Background: an optimization exercise with open tools, aiming at small area, a short achievable clock period and few clock cycles. Do not read the settings as production practice.
The RTL was checked by simulation tests, not by an equivalence proof against the original design.
Power is estimated from default activity; no workload was simulated.

== raven ==
==> flow/design.v (excerpt) <==
module conv_layer #(
    parameter INPUT_CHANNELS = 3,
    parameter OUTPUT_CHANNELS = 32,
    parameter KERNEL_SIZE = 3,
    parameter INPUT_WIDTH = 4,
    parameter INPUT_HEIGHT = 4,
    parameter WEIGHT_BITS = 4,
    parameter ACTIVATION_BITS = 8
) (
    input wire clk,
    input wire rst_n,
    input wire [ACTIVATION_BITS-1:0] input_data,
    input wire input_valid,
    output wire input_ready,
    input wire [WEIGHT_BITS*256-1:0] weights_flat,
    input wire [7:0] weight_addr,
    input wire weight_valid,
    output wire [ACTIVATION_BITS-1:0] output_data,
    output wire output_valid,
    input wire output_ready,
    input wire start,
    output wire done,
    input wire [7:0] stride,
    input wire [7:0] padding,
    input wire [255:0] bias_flat
);
clock: 7.0 ns
lec_check: 0
cap_margin: 20
core_area: 5 5 205 205
die_area: 0 0 210 210
setup_slack_margin: 4.0
slew_margin: 20
synth_hierarchical: 1
standard.sh (not shown) runs the stock make flow with config.mk's settings and CLKGATE_MAP_FILE= SYNTH_SCRIPT=/design/flow/synth_recipe.tcl, a recipe that flattens the netlist after the stock synthesis.
==> flow/flow/run.sh <==
#!/bin/bash
# Standard ORFS layout, with every port buffered by the smallest buffer
# instead of the default clkdlybuf4s50_1, and pins one track apart so the
# die can be small. The clock pin is placed first, in the middle of the left
# edge, with no other pin within 6 um, since its wire uses wider spacing.
set -euo pipefail
export BUFFER_PORTS_ARGS="-buffer_cell sky130_fd_sc_hd__buf_1"
# die height from config.mk (DIE_AREA = 0 0 W H)
H=$(awk '/DIE_AREA/ {print $NF}' config.mk | tail -1)
Y=$(awk -v h="$H" 'BEGIN { k = int((h / 2 - 0.34) / 0.68); printf "%.2f", 0.34 + k * 0.68 }')
LO=$(awk -v y="$Y" 'BEGIN { printf "%.2f", y - 6 }')
HI=$(awk -v y="$Y" 'BEGIN { printf "%.2f", y + 6 }')
export CLK_PIN_Y="$Y"
export PRE_IO_PLACEMENT_TCL="$PWD/flow/pre_io.tcl"
export PLACE_PINS_ARGS="-min_distance 1 -min_distance_in_tracks -exclude left:${LO}-${HI}"
echo "die height $H, clk pin at y=$Y, excluded left:${LO}-${HI}" > run_info.log
bash standard.sh finish > standard.log 2>&1
==> flow/flow/pre_io.tcl <==
# Place the clock pin by itself before the other pins.
place_pin -pin_name clk -layer met3 -location [list 0 $::env(CLK_PIN_Y)] \
  -pin_size {0.8 0.3} -force_to_die_boundary
raven got as far as global routing (5_1_grt), where a tool error ended the run.
Testbench counts of raven, summed over its fixed seeds: cycles 166,062.
Input changes introduced in sierra (baseline for comparison: raven):
- swapping 0 0 210 210 for 0 0 240 240 in DIE_AREA
- swapping 5 5 205 205 for 5 5 235 235 in CORE_AREA
Findings:
No stage failed in sierra, and the final checks on the layout all came back clean.
Between sierra and raven, it is sierra whose starting utilization of the core area is lower, by 7.6 points.
Pre-CTS setup slack: sierra higher than raven
Changes observed in sierra relative to raven: number of enable flip-flop cells after synthesis stayed essentially flat; synthesized-area fraction occupied by ao, oa, aoi and oai cells has remained practically unchanged; synthesized instance count was more or less identical; post-placement cell count shows an increase of 5.0%.
The final HPWL from detailed placement in sierra is 0.868 times that in raven.
[inputs] xenon vs sierra
- swapping 4.0 for 4.4 in SETUP_SLACK_MARGIN
Results
Looking across sierra and xenon, the single run that reached the end with no open violations was sierra.
As the logs show, xenon stopped at global routing (5_1_grt) after a tool error, so it never reached the end of the flow.
Looking at sierra and xenon, the cell area after placement is a wash.
Number of buffers on the longest clock path: xenon vs sierra identical
Setup fix buffers added after clock tree synthesis ends up higher on xenon.
Inputs modified between xenon and onyx:
- DIE_AREA: 0 0 240 240 -> 0 0 400 400
- SETUP_SLACK_MARGIN: 4.4 -> 4.0
- CORE_AREA: 5 5 235 235 -> 5 5 395 395
==> flow/flow/run.sh <==
#!/bin/bash
# Standard ORFS layout, with every port buffered by the smallest buffer
# instead of the default clkdlybuf4s50_1.
set -euo pipefail
export BUFFER_PORTS_ARGS="-buffer_cell sky130_fd_sc_hd__buf_1"
if [[ -f flow/place_pins_args ]]; then
  export PLACE_PINS_ARGS="$(cat flow/place_pins_args)"
fi
bash standard.sh finish > standard.log 2>&1
removed: flow/flow/pre_io.tcl
Findings:
Compared with xenon, in onyx placer's final routability congestion estimate now sits lower, post-detailed-placement cell area now sits higher, total instance count after detailed placement now sits higher. Of xenon and onyx, only onyx finishes the flow clean.
### onyx -> ember
- swapping 4.0 for 3.6 in SETUP_SLACK_MARGIN
[summary]
- | clock group share of total power | ember vs onyx | 1.5 points higher |
- Taking onyx as the reference, in ember area overhead of the layout relative to synthesis decreased by 13 points relative to the old numbers, clock buffer count has decreased.
- Compared with onyx, in ember clock network latency to the later pin of the worst-skew pair went up 0.04 ns, power consumed by sequential cells held, total power went down 150 uW, cell area went down about 7%.
- Non-clock buffer count, ember and onyx: larger value in onyx

==> re-timing with driven ports <==
The results above use ideal ports. As a check the final layouts listed here were re-extracted and re-timed, cells and wires unchanged. Step 1 (the two cells are an assumption about what drives the block):
set clk [get_ports {clk}]
set_driving_cell -lib_cell sky130_fd_sc_hd__clkbuf_16 $clk
set_driving_cell -lib_cell sky130_fd_sc_hd__buf_2 [delete_from_list [all_inputs] $clk]
Step 2 adds t to the input delays and takes it off the output delays; t is the mean of the earliest and latest rising clock arrival at the registers after step 1. Input paths then give back, and output paths get back, about the clock's delay inside the block. Slacks: ideal ports / drivers / drivers and shift; pairs: ideal ports / drivers.
run | t (ns) | setup WS [ns] | latest minus earliest clock arrival (ns)
sierra | 0.457 | 3.771 / 3.771 / 3.501 | 0.010 / 0.010
onyx | 0.504 | 3.734 / 3.657 / 3.153 | 0.018 / 0.019
ember | 0.530 | 3.539 / 3.533 / 3.004 | 0.041 / 0.041
After both steps setup and hold are still met in every run listed. For onyx, which loses most, drivers alone change the setup slack by -0.077 ns; drivers and shift together by -0.581 ns.
